What follows belongs to an exercise in optimizing a design on an open flow for small area, a short achievable clock period and few clock cycles per item; a production flow would make more cautious choices.
RTL that was checked went through simulation tests only; none was proved equivalent to the original.
For runs 4 and 5, only the layout was checked, not whether the RTL still works.
The flow treats the clock pin as an ideal source. Dropping or thinning the clock tree relies on that and would not hold on a real chip.
Power and IR drop assume default switching activity.

**flow/config.mk**
```make
export PLATFORM = sky130hd
export DESIGN_NAME = apb_fifo
export DESIGN_NICKNAME = apb_fifo
export VERILOG_FILES = /design/flow/design.v
export SDC_FILE = /design/flow/constraint.sdc
export NUM_CORES = 4
export LEC_CHECK = 0
export CAP_MARGIN = 20
export CORE_MARGIN = 2
export CORE_UTILIZATION = 55
export SETUP_SLACK_MARGIN = 3.0
export SLEW_MARGIN = 20
export TNS_END_PERCENT = 5
```
**flow/constraint.sdc**
```tcl
create_clock -name core_clock -period 5.0 [get_ports {clk}]
set_input_delay 1.0000 -clock core_clock [delete_from_list [all_inputs] [get_ports {clk}]]
set_output_delay 1.0000 -clock core_clock [all_outputs]
set_load 0.01 [all_outputs]
```
**flow/design.v**
```verilog
module apb_fifo (
    input  wire        clk,
    input  wire        rst,
    input  wire        psel,
    input  wire [3:0]  paddr,
    input  wire [31:0] pwdata,
    input  wire        penable,
    input  wire        pwrite,
    output wire [31:0] prdata,
    output wire        pready
);
reg [31:0] mem [0:15];    
reg [15:0] vld;           
reg [15:0] wsel;          
reg [3:0]  cnt;           
reg        rdy;           
reg [31:0] rdq;           
wire setup = psel & ~penable;
wire full  = (cnt == 4'd15);
wire empty = (cnt == 4'd0);
always @(posedge clk or negedge rst) begin
    if (!rst) begin
        rdy  <= 1'b0;
        wsel <= 16'b0;
        cnt  <= 4'd0;
        vld  <= 16'b0;
    end else begin
        rdy  <= setup & (pwrite ? ~full : ~empty);
        wsel <= (setup & pwrite & ~full) ? (16'b1 << paddr) : 16'b0;
        if (rdy & penable)
            cnt <= pwrite ? cnt + 4'd1 : cnt - 4'd1;
        if (penable)
            vld <= vld | wsel;
    end
end
wire [15:0] rsel = vld & (16'b1 << paddr);
reg  [31:0] rword;
integer i;
always @(*) begin
    rword = 32'b0;
    for (i = 0; i < 16; i = i + 1)
        rword = rword | ({32{rsel[i]}} & mem[i]);
end
always @(posedge clk) begin
    for (i = 0; i < 16; i = i + 1)
        if (wsel[i] & penable)
            mem[i] <= pwdata;
    rdq <= rword;
end
assign prdata = rdq;
assign pready = rdy;
endmodule
```
**flow/flow/run.sh**
```bash
#!/bin/bash
# Standard layout (bash standard.sh, all ORFS steps), with changes to clock
# tree synthesis and the timing repair that follows it:
#  - TritonCTS builds smaller sink clusters of clkbuf_8 and no dummy loads;
set -euo pipefail
here=$(pwd)
export CTS_ARGS="-sink_clustering_enable -repair_clock_nets -dont_use_dummy_load -sink_clustering_size 16 -sink_clustering_max_diameter 50 -buf_list sky130_fd_sc_hd__clkbuf_8"
# ORFS's own repair after CTS is skipped: post_cts.tcl repairs in steps instead.
export SKIP_CTS_REPAIR_TIMING=1
export FLOW_REPAIR_STEPS="${FLOW_REPAIR_STEPS:-2.5 2.6 2.7 2.8 2.85 2.9 2.95 3.0 3.05 3.1 3.15 3.2}"
export FLOW_FALLBACK_STEPS="2.5 2.6 2.7 2.8 2.9"
export FLOW_DOWNSIZE="${FLOW_DOWNSIZE:-0}"
export POST_CTS_TCL="$here/flow/post_cts.tcl"
bash standard.sh > "$here/standard.log" 2>&1
```
**flow/flow/post_cts.tcl**
```tcl
# Sourced by ORFS's cts.tcl after clock tree synthesis.
source [file join [file dirname [info script]] procs.tcl]

drop_clock_root
set_dont_use {sky130_fd_sc_hd__dlygate* sky130_fd_sc_hd__clkdlybuf* sky130_fd_sc_hd__dlymetal*}
plain_port_buffers
detailed_placement
estimate_parasitics -placement
repair_design_helper
if {$::env(FLOW_DOWNSIZE)} {
  downsize_all
  detailed_placement
  estimate_parasitics -placement
  repair_design_helper
}
set dir $::env(RESULTS_DIR)
write_db $dir/my_probe.odb
write_sdc $dir/my_probe.sdc
set ::env(FLOW_PROBE_DB) $dir/my_probe.odb
set ::env(FLOW_PROBE_SDC) $dir/my_probe.sdc
set ::env(FLOW_PROBE_PROCS) [file join [file dirname [info script]] procs.tcl]
set probe_log $::env(LOG_DIR)/4_1_cts_probe.log
if {[info exists ::env(OPENROAD_EXE)]} { set exe $::env(OPENROAD_EXE) } else { set exe [info nameofexecutable] }
if {![info exists ::env(FLOW_PERIOD_NS)]} { set ::env(FLOW_PERIOD_NS) 5.0 }
if {[catch {exec $exe -no_init -exit [file join [file dirname [info script]] probe.tcl] > $probe_log 2>@1} err]} {
  puts "probe failed: $err"
}
set best_cost 1e30
set steps {}
set upto {}
foreach line [split [read [set f [open $probe_log]]] "\n"] {
  if {[regexp {^PROBE (\S+) (\S+)} $line -> margin cost]} {
    lappend steps $margin
    if {$cost < $best_cost} { set best_cost $cost; set upto $steps }
  }
}
close $f
if {$upto eq {}} { set upto $::env(FLOW_FALLBACK_STEPS) }
file delete $dir/my_probe.odb $dir/my_probe.sdc

foreach margin $upto {
  repair_timing -setup_margin $margin -repair_tns 100 -verbose
}
detailed_placement
check_placement -verbose
estimate_parasitics -placement
report_clock_latency -clock [all_clocks]
report_worst_slack -max
```
**flow/flow/probe.tcl**
```tcl
foreach lef [list $::env(TECH_LEF) {*}$::env(SC_LEF)] { read_lef $lef }
foreach lib $::env(LIB_FILES) { read_liberty $lib }
read_db $::env(FLOW_PROBE_DB)
read_sdc $::env(FLOW_PROBE_SDC)
source $::env(PLATFORM_DIR)/setRC.tcl
set_dont_use $::env(DONT_USE_CELLS)
set_dont_use {sky130_fd_sc_hd__dlygate* sky130_fd_sc_hd__clkdlybuf* sky130_fd_sc_hd__dlymetal*}
source $::env(FLOW_PROBE_PROCS)
set_propagated_clock [all_clocks]
estimate_parasitics -placement
foreach margin $::env(FLOW_REPAIR_STEPS) {
  repair_timing -setup_margin $margin -repair_tns 100
  estimate_parasitics -placement
  set ws [worst_slack -max]
  puts "PROBE $margin [expr {[cell_area] * ($::env(FLOW_PERIOD_NS) - $ws)}] $ws [cell_area]"
}
```
**flow/flow/procs.tcl**
```tcl
# Procedures for post_cts.tcl and probe.tcl.

proc drop_clock_root {} {
  set block [ord::get_db_block]
  set clknet [$block findNet clk]
  set roots {}
  foreach it [$clknet getITerms] { lappend roots [$it getInst] }
  if {[llength $roots] != 1} { puts "drop_clock_root: [llength $roots] roots, left alone"; return }
  set root [lindex $roots 0]
  set rnet [[$root findITerm X] getNet]
  set sinks {}
  foreach it [$rnet getITerms] { if {[$it isInputSignal]} { lappend sinks $it } }
  if {[llength $sinks] > 4} { puts "drop_clock_root: root drives [llength $sinks] pins, left alone"; return }
  foreach it $sinks { $it disconnect; $it connect $clknet }
  odb::dbInst_destroy $root
  odb::dbNet_destroy $rnet
  puts "drop_clock_root: clk now drives [llength [$clknet getITerms]] pins"
}

# Port buffers become plain buffers: buf_4 for the address and penable,
# whose paths are the critical ones, buf_2 for the other ports. Timing
# repair then sizes up those that need it.
proc plain_port_buffers {} {
  set db [ord::get_db]
  set big [$db findMaster sky130_fd_sc_hd__buf_4]
  set small [$db findMaster sky130_fd_sc_hd__buf_2]
  set n 0
  foreach inst [[ord::get_db_block] getInsts] {
    if {![regexp {^(input|output)[0-9]+$} [$inst getName]]} { continue }
    set port ""
    foreach it [$inst getITerms] {
      set net [$it getNet]
      if {$net ne "NULL" && [llength [$net getBTerms]] > 0} { set port [[lindex [$net getBTerms] 0] getName] }
    }
    if {[regexp {^(paddr|penable)} $port]} { set m $big } else { set m $small }
    if {[[$inst getMaster] getName] ne [$m getName]} { $inst swapMaster $m; incr n }
  }
  puts "plain_port_buffers: $n swapped"
}

# Every logic cell goes to the smallest drive strength of its kind (same
# function, same base name); timing repair then sizes up what needs it.
proc downsize_all {} {
  set db [ord::get_db]
  set n 0
  set a0 0; set a1 0
  foreach inst [[ord::get_db_block] getInsts] {
    set m [$inst getMaster]
    set name [$m getName]
    if {![regexp {^(sky130_fd_sc_hd__[a-z0-9]+)_([0-9]+)$} $name -> base drive]} { continue }
    if {[regexp {clkbuf|clkinv|dly|tap|fill|decap|conb|diode} $base]} { continue }
    if {[regexp {^(input|output)[0-9]+$} [$inst getName]]} { continue }
    if {[$inst isFixed]} { continue }
    set best $m
    foreach d {0 1 2} {
      set c [$db findMaster ${base}_$d]
      if {$c ne "NULL" && [$c getWidth] < [$best getWidth]} { set best $c }
    }
    if {$best ne $m} {
      set a0 [expr {$a0 + [$m getWidth]}]; set a1 [expr {$a1 + [$best getWidth]}]
      $inst swapMaster $best
      incr n
    }
  }
  puts "downsize_all: $n cells, width [expr {$a0/1000.0}] -> [expr {$a1/1000.0}] um"
}

# Standard-cell area without tap cells, in um^2.
proc cell_area {} {
  set a 0
  foreach inst [[ord::get_db_block] getInsts] {
    set m [$inst getMaster]
    if {[string match *tapvpwrvgnd* [$m getName]]} { continue }
    set a [expr {$a + [$m getWidth] * [$m getHeight] / 1e6}]
  }
  return $a
}

```
**flow/standard.sh**
```bash
#!/bin/bash
# synth_recipe.tcl (not shown) runs the flow's synth.tcl, then flattens the netlist and writes it again
# the make line also repeats each setting of config.mk as NAME=value (left out here)
make -C /OpenROAD-flow-scripts/flow DESIGN_CONFIG=/design/flow/config.mk WORK_HOME=/design/flow/orfs CLKGATE_MAP_FILE= SYNTH_SCRIPT=/design/flow/synth_recipe.tcl "${@:-finish}"
```
==> results of run 1 <==
## power groups by stage
stage               clock network, uW  registers, uW  logic, uW
global placement                    0           5500        329
finish                           2220           5410        353
global route                     2430           5420        383
floorplan                           0           5500        141
detailed placement                  0           5500        339
## state kept, by name, summed over array words and instances (netlist names)
| signal | flops |
|---|---|
| wsel | 16 |
| cnt | 4 |
| mem | 512 |
| vld | 16 |
| rdq | 32 |
| rdy | 1 |
## synthesized netlist by cell type (2+ instances only)
library cell	count	area (sq um)
edfxtp_1	512	15400
a22oi_1	172	1290
a22o_1	46	403
a221oi_1	38	333
dfrtp_1	37	926
clkbuf_1	35	131
dfxtp_1	32	641
nand4_1	31	194
buf_2	29	145
and4_1	25	219
nor2_1	19	71.3
and2_1	17	106
or2_2	16	100
and3_1	15	93.8
nand2_1	15	56.3
nor3_1	4	20.0
buf_6	3	33.8
or4_1	3	22.5
xnor2_1	3	26.3
ha_1	2	25.0
nand2b_1	2	12.5
nor2b_1	2	12.5
## cell type report
cell class                 count  area [sq um]
multi-input combinational    442          3620
clock buffer                  47           647
tap                          468           586
sequential                   581         16900
fill                        2587         13400
antenna                        1          2.50
inverter                       1          3.75
timing repair buffer         160          1360
## final timing paths
check | from | to | slack [ns] | cells past startpoint
worst min register to register | mem[15][19] | rdq[19] | 0.47 | 2
worst max-delay path | paddr[3] | rdq[10] | 2.89 | 6
max in group asynchronous | rst | wsel[10] | 4.03 | 2
worst max register to register | vld[12] | rdq[29] | 3.22 | 5
min in group asynchronous | rst | cnt[0] | 0.61 | 2
worst min-delay path | mem[15][19] | rdq[19] | 0.47 | 2
## metal layers
| metal | up-vias | track usage | wire length (um) |
|---|---|---|---|
| met5 | - | 0 | 0 |
| met1 | 5759 | 0.387 | 22000 |
| li1 | 4743 | - | - |
| met4 | 0 | 0.0749 | 1540 |
| met3 | 83 | 0.0474 | 4100 |
| met2 | 500 | 0.476 | 26700 |
## per-stage QoR
| step | hold slack, ns | worst slack [ns] | power (uW) | instances |
|---|---|---|---|---|
| after global routing | 0.498 | 2.88 | 8230 | 1699 |
| final | 0.470 | 2.89 | 7990 | 1700 |
| after global placement | 0.445 | 1.50 | 5830 | 1557 |
| after detailed placement | 0.445 | 1.46 | 5840 | 1557 |
| after floorplan | 0.430 | 2.67 | 5640 | 1073 |
## worst reg2reg max path: stages (launching register included)
cell	delay [ns]
dfrtp_1	0.55
and3_4	0.30
buf_6	0.15
a22oi_2	0.12
nand2_1	0.06
or4_1	0.47
## kinds of logic (layout without fill, tap and decap cells)
kind of cell             count (synthesis)  count (layout)
other                                    0               1
AND/OR/NAND/NOR                        156             174
XOR/XNOR                                 4               4
AO/OA/AOI/OAI                          260             260
flip-flops                             581             581
buffers and inverters                   68             208
multiplexers                             1               1
adder cells (fa/ha/maj)                  3               3
==> flow_summary.ini, run 1 <==
[placement]
dpl_cell_area_sq_um = 21500
io_buffers = 73
hpwl_um = 22900
routabilityCongestion = 0.726

[logic_synthesis]
synth_compound_area_frac = 0.101
synthSimpleGateAreaFrac = 0.0480
muxShareOfSynthArea = 0.000553
netlist_instances = 1073
synth_fa_ha_area_frac = 0.00221
syn_nets = 1117
ys.warnings.count = 2
ys_seq_area_frac = 0.831
synth_flop_cell = edfxtp_1
yosys_register_bits = 581
synthesis.area_sq_um = 20400
synth_top_family_by_area = compound AO/OA/AOI/OAI gates
async_flop_share = 0.0637
synth_xor_area_frac = 0.00172
avgSynthCellArea_sq_um = 19.0
ys_types = 37
synth_enable_flop_cells = 512

[grt]
antenna_found_initial = 0
grt_overflow = 0
grt_usage = 0.282
grt_pass1_wl_um = 76500
grt_pass1_vias = 10900
grt_max_degree = 38

[worst_setup_path]
critPathKind = input pin to flop
crit_slowest_cell = or4_1
required_ns = 5.27
crit_path_max_incr_delay_ns = 0.53
cp.arrival_ns = 2.38
critical-path-top-delay-family = simple AND/OR/NAND/NOR gates
worstPathCellList = buf_12 > and2_4 > and3_4 > a22oi_2 > nand2_1 > or4_1
cp-start-kind = input pin
crit_path_max_fanout = 12
worstSetupEndpointType = flop
worst-path-buf-inv = 1

[final_layout]
design_area_sq_um = 23200
final_common_cell = edfxtp_1
final_nets = 1277
final_util = 0.634
mostFrequentLayoutCells = 512 x edfxtp_1, 161 x a22oi_1, 75 x buf_2
drive_above_1_share = 0.245
areaGrowthSynthToFinish_pct = 13.7

[timing]
relSlewSlack = 0.538
max_freq_ghz = 0.473
finalSetupTns_ns = 0
setup_viol = 0
slew_violations = 0
fin_crit_sh = 0.422
finalCriticalPeriod_ns = 2.11
worstMarginPinSlew_ns = 0.692
hold_viol = 0
skew_ns = 0.0506
grt_setup_unrepaired = true

[detailed_routing]
drt_iter0_markers = 1185
wl_um = 54400
antenna_left = 0
vias = 11100
viasPerCell = 6.52
first_pass_iters = 5
wire_per_inst_um = 32.0
route.detailed.drc = 0

[floorplan]
die_area_sq_um = 38600
rows = 70
coreArea_sq_um = 36500
initial_core_util = 0.558
die-width_um = 196
io_pins = 74
die_h_um = 196

[clock_network]
worstSkewPairLatency_ns = 0.43
clock_sinks = 581
clk_pin_slew_worst_paths_ns = 0.09

[pwr]
p_leak_uw = 0.00760
p_int_uw = 6330
pwr-share-comb = 0.044
swShare = 0.208
peakVddDrop_v = 0.000242
powerDensity_nw_per_um2 = 345
p_switching_uw = 1660
clock_power_share = 0.278
p_seq_frac = 0.678

[worst_hold_path]
worstHoldPathType = flop to flop

[flow_run]
drv_cap = 0

[outcome]
status = complete, no violations
Testbench counts, summed over its fixed seeds: cycles 6,400, transfers 3,200.
==> inputs of run 2 (changes only) <==
--- a/flow/design.v
+++ b/flow/design.v
@@ -34,13 +34,22 @@
     end
 end
 wire [15:0] rsel = vld & (16'b1 << paddr);
-reg  [31:0] rword;
+wire [31:0] rword;
+genvar b, k;
+generate
+    for (b = 0; b < 32; b = b + 1) begin : g_rbit
+        wire [7:0] t;
+        wire [1:0] u;
+        for (k = 0; k < 8; k = k + 1) begin : g_pair
+            apb_fifo_aoi22 u_aoi (.a1(rsel[2*k]), .a2(mem[2*k][b]),
+                                  .b1(rsel[2*k+1]), .b2(mem[2*k+1][b]), .y(t[k]));
+        end
+        apb_fifo_nand4 u_n0 (.a(t[3:0]), .y(u[0]));
+        apb_fifo_nand4 u_n1 (.a(t[7:4]), .y(u[1]));
+        apb_fifo_or2   u_or (.a(u[0]), .b(u[1]), .y(rword[b]));
+    end
+endgenerate
 integer i;
-always @(*) begin
-    rword = 32'b0;
-    for (i = 0; i < 16; i = i + 1)
-        rword = rword | ({32{rsel[i]}} & mem[i]);
-end
 always @(posedge clk) begin
     for (i = 0; i < 16; i = i + 1)
         if (wsel[i] & penable)
@@ -50,3 +59,12 @@
 assign prdata = rdq;
 assign pready = rdy;
 endmodule
+module apb_fifo_aoi22 (input wire a1, a2, b1, b2, output wire y);
+assign y = ~((a1 & a2) | (b1 & b2));
+endmodule
+module apb_fifo_nand4 (input wire [3:0] a, output wire y);
+assign y = ~&a;
+endmodule
+module apb_fifo_or2 (input wire a, b, output wire y);
+assign y = a | b;
+endmodule
--- a/flow/flow/run.sh
+++ b/flow/flow/run.sh
@@ -9,6 +9,6 @@
 export SKIP_CTS_REPAIR_TIMING=1
 export FLOW_REPAIR_STEPS="${FLOW_REPAIR_STEPS:-2.5 2.6 2.7 2.8 2.85 2.9 2.95 3.0 3.05 3.1 3.15 3.2}"
 export FLOW_FALLBACK_STEPS="2.5 2.6 2.7 2.8 2.9"
-export FLOW_DOWNSIZE="${FLOW_DOWNSIZE:-0}"
+export FLOW_DOWNSIZE="${FLOW_DOWNSIZE:-1}"
 export POST_CTS_TCL="$here/flow/post_cts.tcl"
 bash standard.sh > "$here/standard.log" 2>&1
--- a/flow/config.mk
+++ b/flow/config.mk
@@ -10,4 +10,6 @@
 export CORE_UTILIZATION = 55
 export SETUP_SLACK_MARGIN = 3.0
 export SLEW_MARGIN = 20
+export SYNTH_HIERARCHICAL = 1
+export SYNTH_MINIMUM_KEEP_SIZE = 0
 export TNS_END_PERCENT = 5
==> run 2 against run 1 <==
  * Total power shrank 0.13%
  * Utilization is 3.9 points lower
  * Final cell count rose by 3.2%
  * Design area fell by 0.88%
  * Count of clock-buffer cells in the layout rose by 1
  * Global-route usage is 3.2 points lower
  * Register-to-register slack better by 0.16 ns
  * Hold slack got worse by 0.0015 ns
  * Largest cell class unchanged
==> flow_summary.ini, run 2 <==
[logic_synthesis]
netlist_instances = 1044
ys.warnings.count = 9
synthSimpleGateAreaFrac = 0.0538
ys_seq_area_frac = 0.790
synthesis.area_sq_um = 21500
yosysMostFrequentCell = edfxtp_1
synth_commonest_cells = 512 x edfxtp_1, 256 x a22oi_2, 66 x nand4_1
async_flop_share = 0.0637
avgSynthCellArea_sq_um = 20.6
synth_enable_flop_cells = 512
synth_top_family_by_area = compound AO/OA/AOI/OAI gates
synth_fa_ha_area_frac = 0.00210
synth_flop_cell = edfxtp_1
synth_top_area_frac = 0.717
synth_xor_area_frac = 0.000816
synth_compound_area_frac = 0.151
synth.area.top_cells = edfxtp_1 72%, a22oi_2 15%, dfrtp_1 4.3%, dfxtp_1 3.0%, nand4_1 1.9%
yosys_register_bits = 581
synth_area_leader_cell = edfxtp_1
syn_nets = 1088
ys_types = 36
muxShareOfSynthArea = 0.000991

[worst_setup_path]
crit_start = penable
worst-path-buf-inv = 2
crit_path_max_fanout = 22
cp.arrival_ns = 2.12
crit_path_max_incr_delay_ns = 0.45
crit_slowest_cell = and2_4
crit_path_frequent_cell = buf_4
worstSetupEndpointType = flop
cp-start-kind = input pin
critPathKind = input pin to flop
critical-path-top-delay-family = buffers and inverters
required_ns = 5.07
worstPathCellList = buf_4 > and2_4 > buf_4
r2r-start = wsel[8]

[final_layout]
mostFrequentLayoutCells = 512 x edfxtp_1, 240 x a22oi_1, 74 x buf_2
fill_cells = 2962
seqCellArea_sq_um = 16900
final_nets = 1282
drive_above_1_share = 0.214
final_common_cell = edfxtp_1
antenna_cells = 0
multi_input_area_sq_um = 3420
regMostFlops = mem
largest_registers = mem x512, rdq x32
final_util = 0.596
areaGrowthSynthToFinish_pct = 7.00
largest_reg_flops = 512

[timing]
finalSetupTns_ns = 0
setup_viol = 0
max_freq_ghz = 0.488
fin_ws_ns = 2.95
fin_crit_sh = 0.410
hold_viol = 0
worstMarginPinSlew_ns = 0.706
slew_violations = 0
finalCriticalPeriod_ns = 2.05
hold_slack_ns = 0.469
relSlewSlack = 0.529
skew_ns = 0.0427
grt_setup_unrepaired = true

[grt]
grt_pass1_wl_um = 74200
grt_usage = 0.251
grt_max_degree = 34
grt_pass1_vias = 11100
grt_overflow = 0
antenna_found_initial = 1

[floorplan]
die_h_um = 202
initial_core_util = 0.557
die_area_sq_um = 40600
die-width_um = 202
io_pins = 74
coreArea_sq_um = 38600
rows = 72

[placement]
hpwl_um = 24800
routabilityCongestion = 0.744
place_ws_ns = 1.54
io_buffers = 73

[pwr]
p_leak_uw = 0.00752
powerDensity_nw_per_um2 = 347
peakVddDrop_v = 0.000232
total_power_uw = 7980

[detailed_routing]
antenna_left = 0
wire_per_inst_um = 28.7
route.detailed.drc = 0
viasPerCell = 6.25
wl_um = 50400
first_pass_iters = 5
vias = 11000
drt_iter0_markers = 1104

[clock_network]
worstSkewPairLatency_ns = 0.43
clock_sinks = 581
clk_pin_slew_worst_paths_ns = 0.06

[flow_run]
drv_cap = 0

[worst_hold_path]
hold_start = vld[4]
worstHoldPathType = flop to flop

[outcome]
status = complete, no violations
-- run 2: path summary, 6_finish.rpt --
check	cells past startpoint	endpoint	slack (ns)
min reg2reg	1	vld[4]	0.47
max	3	mem[12][0]	2.95
max in group asynchronous	3	vld[6]	3.94
min	1	vld[4]	0.47
min in group asynchronous	2	vld[10]	0.58
max reg2reg	2	mem[8][5]	3.38
-- run 2: routing by layer --
metal / vias to the layer above / GRT usage / routed length (um)
met5: - / 0 / 0
met4: 0 / 0.0667 / 1070
met3: 66 / 0.0342 / 3170
met2: 373 / 0.391 / 23600
met1: 5782 / 0.377 / 22600
li1: 4740 / - / -
-- run 2: Yosys stat by module, one instance, submodules excluded --
module          flops+latches  cell area, sq um  times used
apb_fifo_aoi22              0              12.5         256
apb_fifo_or2                0              6.26          32
apb_fifo_nand4              0              6.26          64
apb_fifo                  581             17700           1
-- run 2: logic make-up after synthesis --
group	Yosys count
fa+ha+maj	3
simple gates	189
flops	581
xor+xnor	2
compound gates	262
mux	2
buf+inv	5
-- run 2: worst reg2reg max path: stages (launching register included) --
cell and delay, ns:
dfrtp_1 0.49, and2_4 0.38, clkbuf_4 0.42
-- run 2: report_power, final --
| group | switching [uW] | leakage (uW) | internal, uW |
|---|---|---|---|
| Sequential | 46.6 | 0.00536 | 5340 |
| Combinational | 209 | 0.00182 | 140 |
| Clock | 1380 | 0.000345 | 858 |
-- run 2: area by class of cell --
cell class / instances / area share
inverters: 1 / 0.000163
clock buffers: 48 / 0.0288
repair buffers: 147 / 0.0560
flip-flops and latches: 581 / 0.738
multi-input cells: 459 / 0.149
well taps: 518 / 0.0282
-- run 2: metrics by stage --
| stage | cells | cell area (sq um) |
|---|---|---|
| floorplan | 1044 | 21600 |
| global placement | 1643 | 23000 |
| detailed placement | 1643 | 23000 |
| global route | 1754 | 23000 |
| finish | 1754 | 23000 |
Testbench counts of run 2, summed over its fixed seeds: cycles 6,400, transfers 3,200.
==> inputs of run 3 (changes only) <==
--- a/flow/design.v
+++ b/flow/design.v
@@ -27,10 +27,9 @@
     end else begin
         rdy  <= setup & (pwrite ? ~full : ~empty);
         wsel <= (setup & pwrite & ~full) ? (16'b1 << paddr) : 16'b0;
-        if (rdy & penable)
+        if (rdy)
             cnt <= pwrite ? cnt + 4'd1 : cnt - 4'd1;
-        if (penable)
-            vld <= vld | wsel;
+        vld <= vld | wsel;
     end
 end
 wire [15:0] rsel = vld & (16'b1 << paddr);
@@ -52,7 +51,7 @@
 integer i;
 always @(posedge clk) begin
     for (i = 0; i < 16; i = i + 1)
-        if (wsel[i] & penable)
+        if (wsel[i])
             mem[i] <= pwdata;
     rdq <= rword;
 end
==> run 3 against run 2 <==
  * Still clean
  * Maximum frequency increased by 2.0%
  * Utilization up 0.26 points
  * Sequential cell count unchanged
  * First-iteration DRC count is 0.63% lower
  * Clock skew is 0.0017 ns higher
  * Critical path type unchanged
==> flow_summary.ini, run 3 <==
[detailed_routing]
drt_iter0_markers = 1097
wl_um = 50700
antenna_left = 0
first_pass_iters = 5
viasPerCell = 6.23
route.detailed.drc = 0
wire_per_inst_um = 29.2
vias = 10800

[final_layout]
final_common_cell = edfxtp_1
largest_reg_flops = 512
regMostFlops = mem
mostFrequentLayoutCells = 512 x edfxtp_1, 224 x a22oi_1, 79 x buf_2
finalNonFillerCells = 1735
drive_above_1_share = 0.226
final_nets = 1261
final_util = 0.598
largest_registers = mem x512, rdq x32
areaGrowthSynthToFinish_pct = 7.88

[logic_synthesis]
ys_seq_area_frac = 0.794
yosys_register_bits = 581
synth_commonest_cells = 512 x edfxtp_1, 256 x a22oi_2, 66 x nand4_1
synth.area.top_cells = edfxtp_1 72%, a22oi_2 15%, dfrtp_1 4.3%, dfxtp_1 3.0%, nand4_1 1.9%
netlist_instances = 1028
synth_top_area_frac = 0.721
ys.warnings.count = 9
synthesis.area_sq_um = 21300
synth_enable_flop_cells = 512
synth_area_leader_cell = edfxtp_1
syn_nets = 1072
avgSynthCellArea_sq_um = 20.7
yosysMostFrequentCell = edfxtp_1
async_flop_share = 0.0637
ys_types = 32
synth_flop_cell = edfxtp_1

[placement]
place_ws_ns = 1.70
routabilityCongestion = 0.753
place_inst = 1628
io_buffers = 73
hpwl_um = 23800

[floorplan]
initial_core_util = 0.554
die-width_um = 201
io_pins = 74
rows = 72
coreArea_sq_um = 38500
die_area_sq_um = 40400
die_h_um = 201

[worst_setup_path]
crit_start = paddr[3]
rrSetupSlack_ns = 3.04
critPathKind = input pin to flop
crit_slowest_cell = or2_1
worstSetupEndpointType = flop
cp-start-kind = input pin
cp.arrival_ns = 2.29
worst-path-buf-inv = 2
rr_worst_depth = 2
r2r-start = wsel[4]
r2r-end = mem[4][3]
critical-path-top-delay-family = simple AND/OR/NAND/NOR gates
required_ns = 5.28
worstPathCellList = buf_4 > nor2b_2 > and3_4 > buf_12 > a22oi_2 > nand4_1 > or2_1
crit_path_max_fanout = 15
crit_path_max_incr_delay_ns = 0.23

[timing]
relSlewSlack = 0.395
fin_crit_sh = 0.402
fin_ws_ns = 2.99
hold_viol = 0
grt_setup_unrepaired = true
setup_viol = 0
slew_violations = 0
finalSetupTns_ns = 0
finalCriticalPeriod_ns = 2.01
max_freq_ghz = 0.498
worstMarginPinSlew_ns = 0.907
skew_ns = 0.0444
hold_slack_ns = 0.479

[grt]
antenna_found_initial = 2
grt_max_degree = 29
grt_overflow = 0
grt_pass1_vias = 11100
grt_pass1_wl_um = 74600
grt_usage = 0.256

[pwr]
p_leak_uw = 0.00743
powerDensity_nw_per_um2 = 353
peakVddDrop_v = 0.000248

[worst_hold_path]
whs_path_depth = 1
worstHoldPathType = flop to flop
hold_end = vld[9]
hold_start = vld[9]

[clock_network]
clk_pin_slew_worst_paths_ns = 0.07
clock_sinks = 581
worstSkewPairLatency_ns = 0.44

[flow_run]
drv_cap = 0

[outcome]
status = complete, no violations
==> run 3: report_power, final <==
part | switching, uW | internal (uW)
clock network | 1360 | 841
logic | 264 | 195
registers | 80.4 | 5380
==> run 3: cell families after synthesis <==
group,Yosys count,share of synthesized area
AO/OA/AOI/OAI,261,0.152
XOR/XNOR,2,0.000822
adder cells (fa/ha/maj),3,0.00211
buffers and inverters,5,0.00117
flip-flops,581,0.794
multiplexers,2,0.000997
AND/OR/NAND/NOR,174,0.0488
==> run 3: final cells by class <==
class	instances	area, sq um
Antenna cell	2	5.00
Clock buffer	47	647
Fill cell	2885	15500
Inverter	2	11.3
Multi-Input combinational cell	445	3400
Sequential cell	581	17000
Tap cell	518	648
Timing Repair Buffer	140	1340
==> run 3: how the worst max path moves through the flow <==
stage | to | slack [ns] | cells after the start
2_1_floorplan | rdq[0] | 2.86 | 6
3_3_place_gp | rdq[6] | 1.73 | 6
3_5_place_dp | rdq[27] | 1.70 | 6
5_1_grt | rdq[8] | 2.97 | 7
6_report | rdq[0] | 2.99 | 7
==> run 3: per-stage QoR <==
step / cell area, sq um / total power (uW)
after floorplan: 21500 / 5800
after detailed placement: 22900 / 6070
after global routing: 23000 / 8410
final: 23000 / 8120
after global placement: 22900 / 6060
==> run 3: modules after synthesis, one instance, submodules excluded <==
module | copies in the design | cells | flops+latches
apb_fifo | 1 | 676 | 581
apb_fifo_aoi22 | 256 | 1 | 0
apb_fifo_nand4 | 64 | 1 | 0
apb_fifo_or2 | 32 | 1 | 0
==> run 3: metal layers <==
| metal | routed length, um | global-route usage |
|---|---|---|
| met1 | 22800 | 0.394 |
| met2 | 23300 | 0.389 |
| met3 | 3560 | 0.0356 |
| met4 | 986 | 0.0685 |
| met5 | 0 | 0 |
==> run 3: worst reg2reg max path, stage by stage (launching register included) <==
cell	delay (ns)
dfrtp_1	0.93
buf_2	0.50
buf_12	0.23
Testbench counts of run 3, summed over its fixed seeds: cycles 6,400, transfers 3,200.
==> inputs of run 4 (changes only) <==
--- a/flow/design.v
+++ b/flow/design.v
@@ -43,9 +43,9 @@
             apb_fifo_aoi22 u_aoi (.a1(rsel[2*k]), .a2(mem[2*k][b]),
                                   .b1(rsel[2*k+1]), .b2(mem[2*k+1][b]), .y(t[k]));
         end
-        apb_fifo_nand4 u_n0 (.a(t[3:0]), .y(u[0]));
-        apb_fifo_nand4 u_n1 (.a(t[7:4]), .y(u[1]));
-        apb_fifo_or2   u_or (.a(u[0]), .b(u[1]), .y(rword[b]));
+        apb_fifo_and4  u_a0 (.a(t[3:0]), .y(u[0]));
+        apb_fifo_and4  u_a1 (.a(t[7:4]), .y(u[1]));
+        apb_fifo_nand2 u_nd (.a(u[0]), .b(u[1]), .y(rword[b]));
     end
 endgenerate
 integer i;
@@ -61,9 +61,9 @@
 module apb_fifo_aoi22 (input wire a1, a2, b1, b2, output wire y);
 assign y = ~((a1 & a2) | (b1 & b2));
 endmodule
-module apb_fifo_nand4 (input wire [3:0] a, output wire y);
-assign y = ~&a;
+module apb_fifo_and4 (input wire [3:0] a, output wire y);
+assign y = &a;
 endmodule
-module apb_fifo_or2 (input wire a, b, output wire y);
-assign y = a | b;
+module apb_fifo_nand2 (input wire a, b, output wire y);
+assign y = ~(a & b);
 endmodule
==> run 4 against run 3 <==
  * Non-clock buffer count fell by 11
  * Clock power barely moved
  * Still clean on timing, DRC and antenna
  * Hold slack got worse by 0.011 ns
  * Clock skew rose by 0.014 ns
  * Critical path type unchanged
  * Critical path depth did not move
  * Maximum frequency rose by 1.4%
  * Design area fell by 0.65%
  * Synthesized cell count did not move
  * Count of clock-buffer cells in the layout rose by 1
==> flow_summary.ini, run 4 <==
[pwr]
p_leak_uw = 0.00716
peakVddDrop_v = 0.000212
powerDensity_nw_per_um2 = 356
total_power_uw = 8150

[detailed_routing]
drt_iter0_markers = 1096
antenna_left = 0
wl_um = 52400
viasPerCell = 6.30
vias = 10900
wire_per_inst_um = 30.4
route.detailed.drc = 0
first_pass_iters = 5

[worst_setup_path]
worstPathCellList = buf_4 > nor2_4 > and3_4 > buf_12 > a22oi_1 > and4_1 > nand2_1
worst-path-buf-inv = 2
critical-path-top-delay-family = simple AND/OR/NAND/NOR gates
critPathKind = input pin to flop
r2r-end = mem[8][14]
crit_slowest_cell = and3_4
crit_path_max_fanout = 19
r2r-start = wsel[8]
cp.arrival_ns = 2.32
rr_worst_depth = 1
cp-start-kind = input pin
required_ns = 5.34
crit_path_max_incr_delay_ns = 0.28
worstSetupEndpointType = flop
rrSetupSlack_ns = 3.07

[final_layout]
areaGrowthSynthToFinish_pct = 6.79
mostFrequentLayoutCells = 512 x edfxtp_1, 256 x a22oi_1, 73 x buf_2
fill_cells = 3005
largest_registers = mem x512, rdq x32
antenna_cells = 0
final_nets = 1252
seqCellArea_sq_um = 17000
final_common_cell = edfxtp_1
drive_above_1_share = 0.202
largest_reg_flops = 512
design_area_sq_um = 22900
multi_input_area_sq_um = 3350
regMostFlops = mem

[timing]
setup_viol = 0
max_freq_ghz = 0.505
grt_setup_unrepaired = false
hold_viol = 0
skew_ns = 0.0588
relSlewSlack = 0.451
finalCriticalPeriod_ns = 1.98
worstMarginPinSlew_ns = 0.823
slew_violations = 0
fin_crit_sh = 0.396
finalSetupTns_ns = 0

[logic_synthesis]
synth_top_area_frac = 0.718
synth_flop_cell = edfxtp_1
netlist_instances = 1028
avgSynthCellArea_sq_um = 20.8
syn_nets = 1072
synth_commonest_cells = 512 x edfxtp_1, 256 x a22oi_2, 64 x and4_1
yosys_register_bits = 581
synth_enable_flop_cells = 512
ys_seq_area_frac = 0.791
async_flop_share = 0.0637
synth_area_leader_cell = edfxtp_1
synth.area.top_cells = edfxtp_1 72%, a22oi_2 15%, dfrtp_1 4.3%, dfxtp_1 3.0%, and4_1 2.6%
yosysMostFrequentCell = edfxtp_1
ys_types = 32
synthesis.area_sq_um = 21400
ys.warnings.count = 9

[grt]
grt_pass1_vias = 11200
grt_max_degree = 38
grt_overflow = 0
grt_usage = 0.265
antenna_found_initial = 5
grt_pass1_wl_um = 76400

[placement]
io_buffers = 73
routabilityCongestion = 0.737
hpwl_um = 23200
dpl_cell_area_sq_um = 23000

[floorplan]
rows = 72
initial_core_util = 0.555
coreArea_sq_um = 38600
die-width_um = 201
die_area_sq_um = 40500
die_h_um = 201
io_pins = 74

[clock_network]
worstSkewPairLatency_ns = 0.43
clk_pin_slew_worst_paths_ns = 0.09
clock_sinks = 581

[flow_run]
drv_cap = 0

[worst_hold_path]
whs_path_depth = 1
hold_end = vld[0]
hold_start = vld[0]
worstHoldPathType = flop to flop

[outcome]
status = complete, no violations
-- run 4: kinds of logic after synthesis --
group | after synthesis | synth area share
muxes | 2 | 0.000994
and+or+nand+nor | 174 | 0.0523
xor gates and xnor gates | 2 | 0.000818
buffers and inverters | 5 | 0.00117
adders and majority gates | 3 | 0.00210
DFF | 581 | 0.791
AOI/OAI and AO/OA | 261 | 0.151
-- run 4: area by class of cell --
cell class	instances	share of cell area
multi-input combinational	446	0.146
tap	518	0.0284
inverter	2	0.000328
timing repair buffer	129	0.0536
clock buffer	48	0.0289
sequential	581	0.742
-- run 4: per-module statistics from Yosys (local to each module, per instance) --
module	cell area, sq um	cells inside	copies in the design	flip-flops and latches
apb_fifo	17500	676	1	581
apb_fifo_aoi22	12.5	1	256	0
apb_fifo_and4	8.76	1	64	0
apb_fifo_nand2	3.75	1	32	0
-- run 4: metal layers --
metal / global-route usage / part of all wire
met5: 0 / 0.00071
met4: 0.0733 / 0.028
met3: 0.0465 / 0.068
met2: 0.413 / 0.46
met1: 0.393 / 0.44
-- run 4: worst max path at each step --
stage / from / endpoint / slack (ns) / cells after the start
floorplan: paddr[1] / rdq[0] / 2.85 / 6
detailed placement: paddr[1] / rdq[21] / 1.59 / 6
global placement: paddr[1] / rdq[24] / 1.61 / 6
finish: paddr[0] / rdq[10] / 3.02 / 7
global route: paddr[1] / rdq[22] / 3.01 / 7
-- run 4: report_power, final --
part / total, uW / switching, uW / internal, uW
logic: 453 / 262 / 191
registers: 5460 / 82.6 / 5380
clock network: 2230 / 1370 / 858
total: 8150 / 1720 / 6430
-- run 4: stage by stage --
| step | utilization | hold slack [ns] | cells | worst slack, ns |
|---|---|---|---|---|
| final | 0.593 | 0.468 | 1724 | 3.02 |
| after global routing | 0.593 | 0.488 | 1724 | 3.01 |
| after detailed placement | 0.596 | 0.454 | 1622 | 1.59 |
| after global placement | 0.595 | 0.453 | 1622 | 1.61 |
| after floorplan | - | 0.440 | 1028 | 2.85 |
==> inputs of run 5 (changes only) <==
--- a/flow/config.mk
+++ b/flow/config.mk
@@ -8,8 +8,8 @@
 export CAP_MARGIN = 20
 export CORE_MARGIN = 2
 export CORE_UTILIZATION = 55
-export SETUP_SLACK_MARGIN = 3.0
+export SETUP_SLACK_MARGIN = 3.1
 export SLEW_MARGIN = 20
 export SYNTH_HIERARCHICAL = 1
 export SYNTH_MINIMUM_KEEP_SIZE = 0
-export TNS_END_PERCENT = 5
+export TNS_END_PERCENT = 100
==> run 5 against run 4 <==
  * Combinational power up 7.7%
  * First-iteration DRC count is 12% lower
  * Critical path depth fell by 6
  * Hold slack better by 0.0058 ns
  * Sequential share of layout area fell by 1.4 points
==> flow_summary.ini, run 5 <==
[flow_run]
drv_cap = 0

[outcome]
status = complete, no violations

[timing]
finalCriticalPeriod_ns = 1.94
relSlewSlack = 0.500
max_freq_ghz = 0.515
worstMarginPinSlew_ns = 0.750
slew_violations = 0
skew_ns = 0.0681
setup_viol = 0
grt_setup_unrepaired = true
fin_crit_sh = 0.388
finalSetupTns_ns = 0
hold_viol = 0

[logic_synthesis]
synth_commonest_cells = 512 x edfxtp_1, 256 x a22oi_2, 64 x and4_1
synth_flop_cell = edfxtp_1
ys.warnings.count = 9
synth_top_area_frac = 0.718
syn_nets = 1072
async_flop_share = 0.0637
synthesis.area_sq_um = 21400
ys_seq_area_frac = 0.791
synth.area.top_cells = edfxtp_1 72%, a22oi_2 15%, dfrtp_1 4.3%, dfxtp_1 3.0%, and4_1 2.6%
avgSynthCellArea_sq_um = 20.8
netlist_instances = 1028
yosysMostFrequentCell = edfxtp_1
yosys_register_bits = 581
synth_area_leader_cell = edfxtp_1
ys_types = 32
synth_enable_flop_cells = 512

[final_layout]
areaGrowthSynthToFinish_pct = 8.85
drive_above_1_share = 0.244
final_common_cell = edfxtp_1
seqCellArea_sq_um = 17000
antenna_cells = 0
multi_input_area_sq_um = 3480
mostFrequentLayoutCells = 512 x edfxtp_1, 221 x a22oi_1, 63 x and4_1
final_nets = 1256
fill_cells = 2912
largest_reg_flops = 512
finalNonFillerCells = 1728
largest_registers = mem x512, rdq x32
regMostFlops = mem

[worst_hold_path]
hold_start = wsel[8]
hold_end = vld[8]
whs_path_depth = 1
worstHoldPathType = flop to flop

[detailed_routing]
drt_iter0_markers = 964
antenna_left = 0
viasPerCell = 6.25
wl_um = 51400
route.detailed.drc = 0
wire_per_inst_um = 29.8
first_pass_iters = 5
vias = 10800

[pwr]
p_int_uw = 6480
p_switching_uw = 1730
p_leak_uw = 0.00726
peakVddDrop_v = 0.000238
clock_power_share = 0.275
swShare = 0.210
pwr-share-comb = 0.059
powerDensity_nw_per_um2 = 352
p_seq_frac = 0.665

[worst_setup_path]
worstPathCellList = buf_6
required_ns = 4.00
critPathKind = flop to output port
cp.arrival_ns = 0.94
rrSetupSlack_ns = 3.17
crit_slowest_cell = dfrtp_2
rr_worst_depth = 1
crit_path_max_fanout = 2
worstSetupEndpointType = output port
critical-path-top-delay-family = flip-flops
crit_path_max_incr_delay_ns = 0.40
r2r-end = mem[9][18]
cp-start-kind = flop
r2r-start = wsel[9]
worst-path-buf-inv = 1

[grt]
antenna_found_initial = 1
grt_overflow = 0
grt_pass1_wl_um = 74200
grt_max_degree = 34
grt_usage = 0.253
grt_pass1_vias = 11000

[floorplan]
die_h_um = 201
initial_core_util = 0.555
die-width_um = 201
coreArea_sq_um = 38600
io_pins = 74
die_area_sq_um = 40500
rows = 72

[clock_network]
worstSkewPairLatency_ns = 0.45
clock_sinks = 581
clk_pin_slew_worst_paths_ns = 0.09

[placement]
routabilityCongestion = 0.720
hpwl_um = 23200
io_buffers = 73
place_inst = 1622
==> run 5: power groups by stage <==
| stage | Combinational (uW) | Sequential [uW] | Clock (uW) |
|---|---|---|---|
| floorplan | 231 | 5570 | 0 |
| global placement | 485 | 5570 | 0 |
| detailed placement | 495 | 5570 | 0 |
| global route | 533 | 5470 | 2480 |
| finish | 488 | 5460 | 2260 |
==> run 5: layout make-up <==
cell class / count / share of cell area
timing repair buffer: 136 / 0.0645
sequential: 581 / 0.729
multi-input combinational: 442 / 0.149
tap: 518 / 0.0278
clock buffer: 49 / 0.0289
inverter: 2 / 0.000483
==> run 5: logic make-up after synthesis <==
family,count (synthesis),share of synthesized area
AND/OR/NAND/NOR,174,0.0523
flip-flops,581,0.791
AO/OA/AOI/OAI,261,0.151
multiplexers,2,0.000994
adder cells (fa/ha/maj),3,0.00210
buffers and inverters,5,0.00117
XOR/XNOR,2,0.000818
==> run 5: worst max path at each step <==
stage,cells after the start,endpoint,from
global placement,6,rdq[15],paddr[1]
detailed placement,6,rdq[15],paddr[1]
floorplan,6,rdq[0],paddr[1]
global route,1,pready,rdy
finish,1,pready,rdy
==> run 5: per-layer routing <==
layer  GRT usage  routed length (um)
met5           0                  13
met4      0.0528                 875
met3      0.0394                2990
met2       0.410               24800
met1       0.370               22800
==> run 5: Yosys stat by module (local to each module, per instance) <==
module	copies in the design	area, sq um	cells	flops+latches
apb_fifo	1	17500	676	581
apb_fifo_and4	64	8.76	1	0
apb_fifo_aoi22	256	12.5	1	0
apb_fifo_nand2	32	3.75	1	0
==> run 5: metrics by stage <==
| step | util | power, uW | hold WS, ns | setup WS, ns | area [sq um] |
|---|---|---|---|---|---|
| 6_report | 0.604 | 8210 | 0.474 | 3.06 | 23300 |
| 3_3_place_gp | 0.595 | 6060 | 0.451 | 1.65 | 23000 |
| 2_1_floorplan | - | 5800 | 0.440 | 2.85 | 21500 |
| 5_1_grt | 0.604 | 8490 | 0.481 | 3.03 | 23300 |
| 3_5_place_dp | 0.596 | 6070 | 0.455 | 1.63 | 23000 |
==> inputs of run 6 (changes only) <==
--- a/flow/design.v
+++ b/flow/design.v
@@ -32,7 +32,13 @@
         vld <= vld | wsel;
     end
 end
-wire [15:0] rsel = vld & (16'b1 << paddr);
+wire [63:0] rsel;    
+genvar c;
+generate
+    for (c = 0; c < 4; c = c + 1) begin : g_rsel
+        apb_fifo_rsel u_rsel (.paddr(paddr), .vld(vld), .sel(rsel[16*c +: 16]));
+    end
+endgenerate
 wire [31:0] rword;
 genvar b, k;
 generate
@@ -40,8 +46,8 @@
         wire [7:0] t;
         wire [1:0] u;
         for (k = 0; k < 8; k = k + 1) begin : g_pair
-            apb_fifo_aoi22 u_aoi (.a1(rsel[2*k]), .a2(mem[2*k][b]),
-                                  .b1(rsel[2*k+1]), .b2(mem[2*k+1][b]), .y(t[k]));
+            apb_fifo_aoi22 u_aoi (.a1(rsel[16*(b/8) + 2*k]), .a2(mem[2*k][b]),
+                                  .b1(rsel[16*(b/8) + 2*k+1]), .b2(mem[2*k+1][b]), .y(t[k]));
         end
         apb_fifo_and4  u_a0 (.a(t[3:0]), .y(u[0]));
         apb_fifo_and4  u_a1 (.a(t[7:4]), .y(u[1]));
@@ -67,3 +73,10 @@
 module apb_fifo_nand2 (input wire a, b, output wire y);
 assign y = ~(a & b);
 endmodule
+module apb_fifo_rsel (
+    input  wire [3:0]  paddr,
+    input  wire [15:0] vld,
+    output wire [15:0] sel
+);
+assign sel = vld & (16'b1 << paddr);
+endmodule
--- a/flow/config.mk
+++ b/flow/config.mk
@@ -8,8 +8,8 @@
 export CAP_MARGIN = 20
 export CORE_MARGIN = 2
 export CORE_UTILIZATION = 55
-export SETUP_SLACK_MARGIN = 3.1
+export SETUP_SLACK_MARGIN = 3.0
 export SLEW_MARGIN = 20
 export SYNTH_HIERARCHICAL = 1
 export SYNTH_MINIMUM_KEEP_SIZE = 0
-export TNS_END_PERCENT = 100
+export TNS_END_PERCENT = 5
==> run 6 against run 5 <==
  * Final cell count grew 2.1%
  * Worst setup slack got worse by 0.047 ns
  * Total power decreased by 0.25%
  * Design area is 1.6% lower
  * Area after synthesis up 2.1%
==> flow_summary.ini, run 6 <==
[grt]
grt_util_met1 = 0.364
grt_pass1_vias = 11300
top_usage_layer = met2
grt_overflow = 0
met2_usage = 0.397
grt_usage = 0.249
grt_pass1_wl_um = 74200
grt_max_degree = 38
grt_use_met3 = 0.0396
antenna_found_initial = 0

[worst_hold_path]
worstHoldPathType = flop to flop
whs_path_depth = 3
hold_start = mem[10][4]
hold_end = rdq[4]

[placement]
hpwl_um = 26900
io_buffers = 73
routabilityCongestion = 0.775
place_ws_ns = 1.48
place_inst = 1696

[final_layout]
mostFrequentLayoutCells = 512 x edfxtp_1, 254 x a22oi_1, 64 x and4_1
final_util = 0.581
areaGrowthSynthToFinish_pct = 4.90
final_nets = 1286
regMostFlops = mem
multi_input_area_sq_um = 3880
finalNonFillerCells = 1765
final_common_cell = edfxtp_1
drive_above_1_share = 0.199
largest_reg_flops = 512
largest_registers = mem x512, rdq x32
fill_cells = 3065
antenna_cells = 0
seqCellArea_sq_um = 17000

[timing]
hold_viol = 0
fin_ws_ns = 3.01
relSlewSlack = 0.450
finalSetupTns_ns = 0
grt_setup_unrepaired = true
slew_violations = 0
worstMarginPinSlew_ns = 0.825
skew_ns = 0.0619
max_freq_ghz = 0.503
fin_crit_sh = 0.398
finalCriticalPeriod_ns = 1.99
setup_viol = 0

[detailed_routing]
wl_um = 50800
viasPerCell = 6.33
antenna_left = 0
first_pass_iters = 9
route.detailed.drc = 0
vias = 11200
drt_iter0_markers = 1147
wire_per_inst_um = 28.8

[floorplan]
rows = 73
initial_core_util = 0.554
coreArea_sq_um = 39500
io_pins = 74
die_area_sq_um = 41300
die-width_um = 203
die_h_um = 203

[pwr]
powerDensity_nw_per_um2 = 357
p_leak_uw = 0.00715
p_int_uw = 6430
swShare = 0.215
pwr-share-comb = 0.056
peakVddDrop_v = 0.000268
clock_power_share = 0.273
total_power_uw = 8190
p_seq_frac = 0.671
p_switching_uw = 1760

[worst_setup_path]
required_ns = 5.33
crit_path_max_fanout = 20
cp-start-kind = input pin
worstSetupEndpointType = flop
critPathKind = input pin to flop
cp.arrival_ns = 2.32
r2r-start = rdy
r2r-end = cnt[3]
rrSetupSlack_ns = 3.48
rr_worst_depth = 4

[logic_synthesis]
async_flop_share = 0.0637
netlist_instances = 1099
synth_enable_flop_cells = 512
yosys_register_bits = 581
ys_types = 33
synth_commonest_cells = 512 x edfxtp_1, 256 x a22oi_2, 64 x and3_1, 64 x and4_1, 37 x dfrtp_1
avgSynthCellArea_sq_um = 19.9
synth_area_leader_cell = edfxtp_1
synth_top_area_frac = 0.704
ys.warnings.count = 9
synthesis.area_sq_um = 21800
synth_flop_cell = edfxtp_1
synth.area.top_cells = edfxtp_1 70%, a22oi_2 15%, dfrtp_1 4.2%, dfxtp_1 2.9%, and4_1 2.6%
syn_nets = 1143
ys_seq_area_frac = 0.775
yosysMostFrequentCell = edfxtp_1

[flow_run]
drv_cap = 0

[clock_network]
clock_sinks = 581
clk_pin_slew_worst_paths_ns = 0.10
worstSkewPairLatency_ns = 0.45

[outcome]
status = complete, no violations
==> run 6: through the flow <==
stage | hold WS (ns) | instance area, sq um
2_1_floorplan | 0.472 | 21900
3_3_place_gp | 0.576 | 23300
3_5_place_dp | 0.583 | 23300
5_1_grt | 0.625 | 22900
6_report | 0.592 | 22900
==> run 6: worst max-delay path by stage <==
stage / endpoint / start / slack [ns]
final: rdq[1] / paddr[1] / 3.01
after global routing: rdq[9] / paddr[0] / 2.97
after detailed placement: rdq[9] / paddr[0] / 1.48
after global placement: rdq[4] / paddr[0] / 1.53
after floorplan: cnt[3] / pwrite / 2.89
==> run 6: kinds of logic after synthesis <==
group,after synthesis,share of synthesized area
buffers and inverters,3,0.000687
adders and majority gates,3,0.00206
DFF,581,0.775
muxes,2,0.000973
and+or+nand+nor,247,0.0720
AOI/OAI and AO/OA,261,0.148
xor gates and xnor gates,2,0.000802
==> run 6: routing by layer <==
metal | share of wire | up-vias
met4 | 0.022 | 0
met5 | 0 | -
li1 | - | 4849
met1 | 0.43 | 5810
met3 | 0.069 | 86
met2 | 0.47 | 421
==> run 6: final cells by class <==
type                    count  share of cell area
inverters                   2            0.000491
flip-flops and latches    581               0.740
well taps                 525              0.0287
clock buffers              48              0.0288
multi-input cells         515               0.169
repair buffers             94              0.0323
==> run 6: power groups by stage <==
| stage | clock [uW] | combinational (uW) | sequential, uW |
|---|---|---|---|
| global placement | 0 | 498 | 5610 |
| floorplan | 0 | 237 | 5570 |
| global route | 2470 | 504 | 5510 |
| finish | 2240 | 455 | 5500 |
| detailed placement | 0 | 507 | 5610 |
==> run 6: modules after synthesis, one instance, submodules excluded <==
module          cells  flip-flops and latches  area (sq um)
apb_fifo_aoi22      1                       0          12.5
apb_fifo_and4       1                       0          8.76
apb_fifo          651                     581         17400
apb_fifo_nand2      1                       0          3.75
apb_fifo_rsel      24                       0           146
==> run 6: worst max-delay path, stage by stage <==
cell and delay (ns):
buf_4 0.23, nor2b_1 0.31, and3_2 0.41, a22oi_1 0.10, and4_1 0.19, nand2_1 0.06
Testbench counts of run 6, summed over its fixed seeds: cycles 6,400, transfers 3,200.
==> inputs of run 7 (changes only) <==
--- a/flow/config.mk
+++ b/flow/config.mk
@@ -8,8 +8,8 @@
 export CAP_MARGIN = 20
 export CORE_MARGIN = 2
 export CORE_UTILIZATION = 55
-export SETUP_SLACK_MARGIN = 3.0
+export SETUP_SLACK_MARGIN = 3.2
 export SLEW_MARGIN = 20
 export SYNTH_HIERARCHICAL = 1
 export SYNTH_MINIMUM_KEEP_SIZE = 0
-export TNS_END_PERCENT = 5
+export TNS_END_PERCENT = 100
==> run 7 against run 6 <==
  * Total power rose by 1.2%
  * Critical path depth fell by 5
  * Routed wire length grew 2.3%
  * Maximum frequency rose by 2.9%
  * Register-to-register slack got worse by 0.21 ns
  * Still clean on timing, DRC and antenna
  * Final cell count is 0.45% higher
  * Worst setup slack better by 0.055 ns
  * Clock power about the same
==> flow_summary.ini, run 7 <==
[grt]
met2_usage = 0.402
grt_use_met3 = 0.0385
top_usage_layer = met2
antenna_found_initial = 1
grt_util_met1 = 0.382
grt_max_degree = 34
grt_pass1_wl_um = 76100
grt_usage = 0.255
grt_overflow = 0
grt_pass1_vias = 11400

[logic_synthesis]
ys_seq_area_frac = 0.775
synth_flop_cell = edfxtp_1
synth_commonest_cells = 512 x edfxtp_1, 256 x a22oi_2, 64 x and3_1, 64 x and4_1, 37 x dfrtp_1
yosysMostFrequentCell = edfxtp_1
yosys_register_bits = 581
synthesis.area_sq_um = 21800
syn_nets = 1143
ys.warnings.count = 9
synth_enable_flop_cells = 512
async_flop_share = 0.0637
synth.area.top_cells = edfxtp_1 70%, a22oi_2 15%, dfrtp_1 4.2%, dfxtp_1 2.9%, and4_1 2.6%
ys_types = 33
synth_area_leader_cell = edfxtp_1
synth_top_area_frac = 0.704
netlist_instances = 1099
avgSynthCellArea_sq_um = 19.9

[timing]
worstMarginPinSlew_ns = 0.722
finalCriticalPeriod_ns = 1.93
fin_ws_ns = 3.07
grt_setup_unrepaired = true
skew_ns = 0.0426
setup_viol = 0
finalSetupTns_ns = 0
max_freq_ghz = 0.517
fin_crit_sh = 0.387
hold_viol = 0
relSlewSlack = 0.519
slew_violations = 0

[clock_network]
clk_pin_slew_worst_paths_ns = 0.09
clock_sinks = 581
worstSkewPairLatency_ns = 0.41

[worst_hold_path]
worstHoldPathType = input pin to asynchronous set/reset pin

[worst_setup_path]
worstPathCellList = buf_6
worstSetupEndpointType = output port
crit_path_max_incr_delay_ns = 0.42
crit_start = rdy
cp.arrival_ns = 0.93
critical-path-top-delay-family = flip-flops
crit_slowest_cell = dfrtp_2
worst-path-buf-inv = 1
crit_path_max_fanout = 2
critPathKind = flop to output port
cp-start-kind = flop
required_ns = 4.00
r2r-start = wsel[6]

[placement]
io_buffers = 73
dpl_cell_area_sq_um = 23600
routabilityCongestion = 0.781
hpwl_um = 28200
place_ws_ns = 1.76

[final_layout]
mostFrequentLayoutCells = 512 x edfxtp_1, 214 x a22oi_1, 64 x and3_4
final_util = 0.599
design_area_sq_um = 23600
final_common_cell = edfxtp_1
largest_registers = mem x512, rdq x32
final_nets = 1293
regMostFlops = mem
drive_above_1_share = 0.273
largest_reg_flops = 512
areaGrowthSynthToFinish_pct = 8.19
fill_cells = 2992

[floorplan]
die-width_um = 203
rows = 73
die_area_sq_um = 41300
coreArea_sq_um = 39500
initial_core_util = 0.554
io_pins = 74
die_h_um = 203

[detailed_routing]
first_pass_iters = 5
antenna_left = 0
drt_iter0_markers = 909
vias = 11200
wire_per_inst_um = 29.3
wl_um = 52000
viasPerCell = 6.29
route.detailed.drc = 0

[flow_run]
drv_cap = 0

[pwr]
powerDensity_nw_per_um2 = 350
peakVddDrop_v = 0.000228
p_leak_uw = 0.00733

[outcome]
status = complete, no violations
==> run 7: logic make-up after synthesis <==
group,Yosys count,synth area share
xor+xnor,2,0.000802
mux,2,0.000973
compound gates,261,0.148
simple gates,247,0.0720
flops,581,0.775
fa+ha+maj,3,0.00206
buf+inv,3,0.000687
==> run 7: layout make-up <==
class | count | area, sq um | area share
timing repair buffer | 101 | 1040 | 0.0440
clock buffer | 48 | 661 | 0.0279
inverter | 2 | 11.3 | 0.000476
tap | 525 | 657 | 0.0278
antenna | 1 | 2.50 | 0.000106
sequential | 581 | 17000 | 0.719
multi-input combinational | 515 | 4280 | 0.181
==> run 7: report_power, final <==
group          leakage [uW]  total (uW)  switching (uW)  internal (uW)
Sequential          0.00534        5520             137           5380
Clock              0.000345        2230            1370            858
Combinational       0.00165         534             282            251
Total               0.00733        8280            1790           6490
==> run 7: final timing paths <==
kind / end / slack, ns / cells past startpoint
worst min register to register: rdq[23] / 0.58 / 3
worst max-delay path: pready / 3.07 / 1
worst min-delay path: cnt[2] / 0.49 / 2
worst max register to register: mem[6][4] / 3.27 / 1
min in group core_clock: rdq[23] / 0.58 / 3
max in group asynchronous: wsel[1] / 4.09 / 3
==> run 7: per-layer routing <==
layer  up-vias  share of wire
met2       395           0.46
met3        69          0.069
met1      5817           0.45
li1       4878              -
met5         -              0
met4         0          0.018
==> run 7: Yosys stat by module (local to each module, per instance) <==
module,cells inside,area (sq um),copies in the design
apb_fifo_nand2,1,3.75,32
apb_fifo,651,17400,1
apb_fifo_aoi22,1,12.5,256
apb_fifo_rsel,24,146,4
apb_fifo_and4,1,8.76,64
==> run 7: metrics by stage <==
stage / total power, uW / instances / hold WS [ns]
6_report: 8280 / 1773 / 0.488
5_1_grt: 8570 / 1772 / 0.487
3_3_place_gp: 6150 / 1699 / 0.580
3_5_place_dp: 6160 / 1699 / 0.585
2_1_floorplan: 5840 / 1099 / 0.509
==> inputs of run 8 (changes only) <==
--- a/flow/config.mk
+++ b/flow/config.mk
@@ -8,7 +8,7 @@
 export CAP_MARGIN = 20
 export CORE_MARGIN = 2
 export CORE_UTILIZATION = 55
-export SETUP_SLACK_MARGIN = 3.2
+export SETUP_SLACK_MARGIN = 3.1
 export SLEW_MARGIN = 20
 export SYNTH_HIERARCHICAL = 1
 export SYNTH_MINIMUM_KEEP_SIZE = 0
==> run 8 against run 7 <==
  * Still clean on timing, DRC and antenna
  * Hold slack better by 0.0033 ns
  * Die area stayed put
  * Final cell count down 0.39%
  * Synthesized cell count is the same
  * Largest power group unchanged
  * Highest routed layer unchanged
==> flow_summary.ini, run 8 <==
[final_layout]
regMostFlops = mem
largest_reg_flops = 512
finalNonFillerCells = 1766
fill_cells = 3066
mostFrequentLayoutCells = 512 x edfxtp_1, 250 x a22oi_1, 64 x and4_1
multi_input_area_sq_um = 3980
largest_registers = mem x512, rdq x32
final_nets = 1287
antenna_cells = 0
areaGrowthSynthToFinish_pct = 5.63
seqCellArea_sq_um = 17000
drive_above_1_share = 0.218
final_common_cell = edfxtp_1

[logic_synthesis]
async_flop_share = 0.0637
synth_flop_cell = edfxtp_1
synth.area.top_cells = edfxtp_1 70%, a22oi_2 15%, dfrtp_1 4.2%, dfxtp_1 2.9%, and4_1 2.6%
avgSynthCellArea_sq_um = 19.9
synth_commonest_cells = 512 x edfxtp_1, 256 x a22oi_2, 64 x and3_1, 64 x and4_1, 37 x dfrtp_1
syn_nets = 1143
synth_enable_flop_cells = 512
synth_top_area_frac = 0.704
ys.warnings.count = 9
ys_types = 33
ys_seq_area_frac = 0.775
synthesis.area_sq_um = 21800
synth_area_leader_cell = edfxtp_1
yosysMostFrequentCell = edfxtp_1
netlist_instances = 1099
yosys_register_bits = 581

[pwr]
pwr-share-comb = 0.059
swShare = 0.214
powerDensity_nw_per_um2 = 356
p_leak_uw = 0.00717
p_seq_frac = 0.671
clock_power_share = 0.271
p_int_uw = 6450
p_switching_uw = 1760
peakVddDrop_v = 0.000247

[floorplan]
coreArea_sq_um = 39500
rows = 73
die_h_um = 203
initial_core_util = 0.554
die_area_sq_um = 41300
die-width_um = 203
io_pins = 74

[detailed_routing]
wire_per_inst_um = 29.0
wl_um = 51200
route.detailed.drc = 0
vias = 11000
first_pass_iters = 5
antenna_left = 0
viasPerCell = 6.25
drt_iter0_markers = 762

[timing]
finalSetupTns_ns = 0
worstMarginPinSlew_ns = 0.708
hold_viol = 0
slew_violations = 0
relSlewSlack = 0.528
grt_setup_unrepaired = true
setup_viol = 0
finalCriticalPeriod_ns = 1.93
skew_ns = 0.0590
max_freq_ghz = 0.517
fin_crit_sh = 0.387

[worst_setup_path]
worstPathCellList = buf_6
crit_path_max_fanout = 2
worstSetupEndpointType = output port
worst-path-buf-inv = 1
critPathKind = flop to output port
cp.arrival_ns = 0.93
crit_path_max_incr_delay_ns = 0.42
crit_slowest_cell = dfrtp_2
cp-start-kind = flop
critical-path-top-delay-family = flip-flops
required_ns = 4.00

[grt]
grt_pass1_vias = 11300
grt_max_degree = 34
grt_usage = 0.251
grt_overflow = 0
grt_pass1_wl_um = 74600
antenna_found_initial = 0

[outcome]
status = complete, no violations

[flow_run]
drv_cap = 0

[clock_network]
worstSkewPairLatency_ns = 0.44
clk_pin_slew_worst_paths_ns = 0.09
clock_sinks = 581

[worst_hold_path]
worstHoldPathType = input pin to asynchronous set/reset pin

[placement]
place_inst = 1700
io_buffers = 73
hpwl_um = 27900
routabilityCongestion = 0.776
run 8: cell families (layout without fill, tap and decap cells):
logic type / after synthesis / after routing / synth area share
compound gates: 261 / 261 / 0.148
xor+xnor: 2 / 2 / 0.000802
fa+ha+maj: 3 / 3 / 0.00206
buf+inv: 3 / 145 / 0.000687
flops: 581 / 581 / 0.775
mux: 2 / 2 / 0.000973
simple gates: 247 / 247 / 0.0720
run 8: routing by layer:
metal  routed length [um]  vias up  track usage
li1                     -     4859            -
met3                 3310       93       0.0495
met5                    0        -            0
met4                 1440        0       0.0719
met1                22100     5741        0.353
met2                24400      347        0.405
run 8: final cells by class:
class / count / share of cell area
multi-input cells: 515 / 0.173
flip-flops and latches: 581 / 0.736
clock buffers: 48 / 0.0286
well taps: 525 / 0.0285
repair buffers: 95 / 0.0341
inverters: 2 / 0.000488
run 8: stage by stage:
step	cell area (sq um)	hold WS, ns	utilization	total power, uW	setup WS [ns]
floorplan	22100	0.470	-	5840	2.91
global placement	23500	0.575	0.597	6130	1.71
detailed placement	23500	0.583	0.597	6150	1.66
global route	23100	0.486	0.585	8500	3.02
finish	23100	0.491	0.585	8210	3.07
run 8: final timing paths:
kind,start,endpoint,slack (ns),cells after the start
min,rst,cnt[3],0.49,2
min in group core_clock,mem[9][8],rdq[8],0.59,3
min reg2reg,mem[9][8],rdq[8],0.59,3
max,rdy,pready,3.07,1
max reg2reg,wsel[3],mem[3][11],3.24,1
max in group asynchronous,rst,wsel[15],4.06,3
run 8: modules after synthesis (local to each module, per instance):
module | flip-flops and latches | area [sq um] | cells inside | times used
apb_fifo_and4 | 0 | 8.76 | 1 | 64
apb_fifo_rsel | 0 | 146 | 24 | 4
apb_fifo_nand2 | 0 | 3.75 | 1 | 32
apb_fifo_aoi22 | 0 | 12.5 | 1 | 256
apb_fifo | 581 | 17400 | 651 | 1
run 8: power by group through the flow:
stage                     registers, uW  logic [uW]  clock network, uW
final                              5510         481               2220
after global routing               5520         528               2460
after detailed placement           5620         529                  0
after global placement             5620         515                  0
after floorplan                    5580         254                  0

==> static timing again, ports no longer ideal <==
Ports are ideal in the flow. The routed layouts listed here were re-timed in OpenROAD.
Step 1 sets driving cells, clkbuf_16 on the clock port and buf_2 on the other inputs (assumed; they add their load-dependent delay and slew).
Step 2 times the ports against the registers' clock, not the clock port: input delays grow and output delays shrink by t, the midpoint of the rising clock arrivals with the driver on.
Slacks: ideal / step 1 / step 2; pairs: ideal / step 1.
run	t, ns	setup WS [ns]	worst hold slack (ns)
run 1	0.492	2.888 / 2.929 / 2.438	0.470 / 0.470 / 0.470
run 2	0.512	2.950 / 2.926 / 2.511	0.469 / 0.469 / 0.469
run 3	0.510	2.991 / 2.931 / 2.559	0.479 / 0.438 / 0.479
run 4	0.507	3.019 / 2.948 / 2.591	0.468 / 0.468 / 0.468
run 5	0.511	3.059 / 2.964 / 2.633	0.474 / 0.443 / 0.474
run 6	0.514	3.012 / 2.968 / 2.559	0.592 / 0.579 / 0.592
run 7	0.502	3.067 / 2.964 / 2.480	0.488 / 0.408 / 0.575
run 8	0.506	3.065 / 2.969 / 2.643	0.491 / 0.416 / 0.586
After both steps setup and hold are still met in every run listed. For run 7, which loses most, drivers alone change the setup slack by -0.103 ns; drivers and shift together by -0.587 ns.
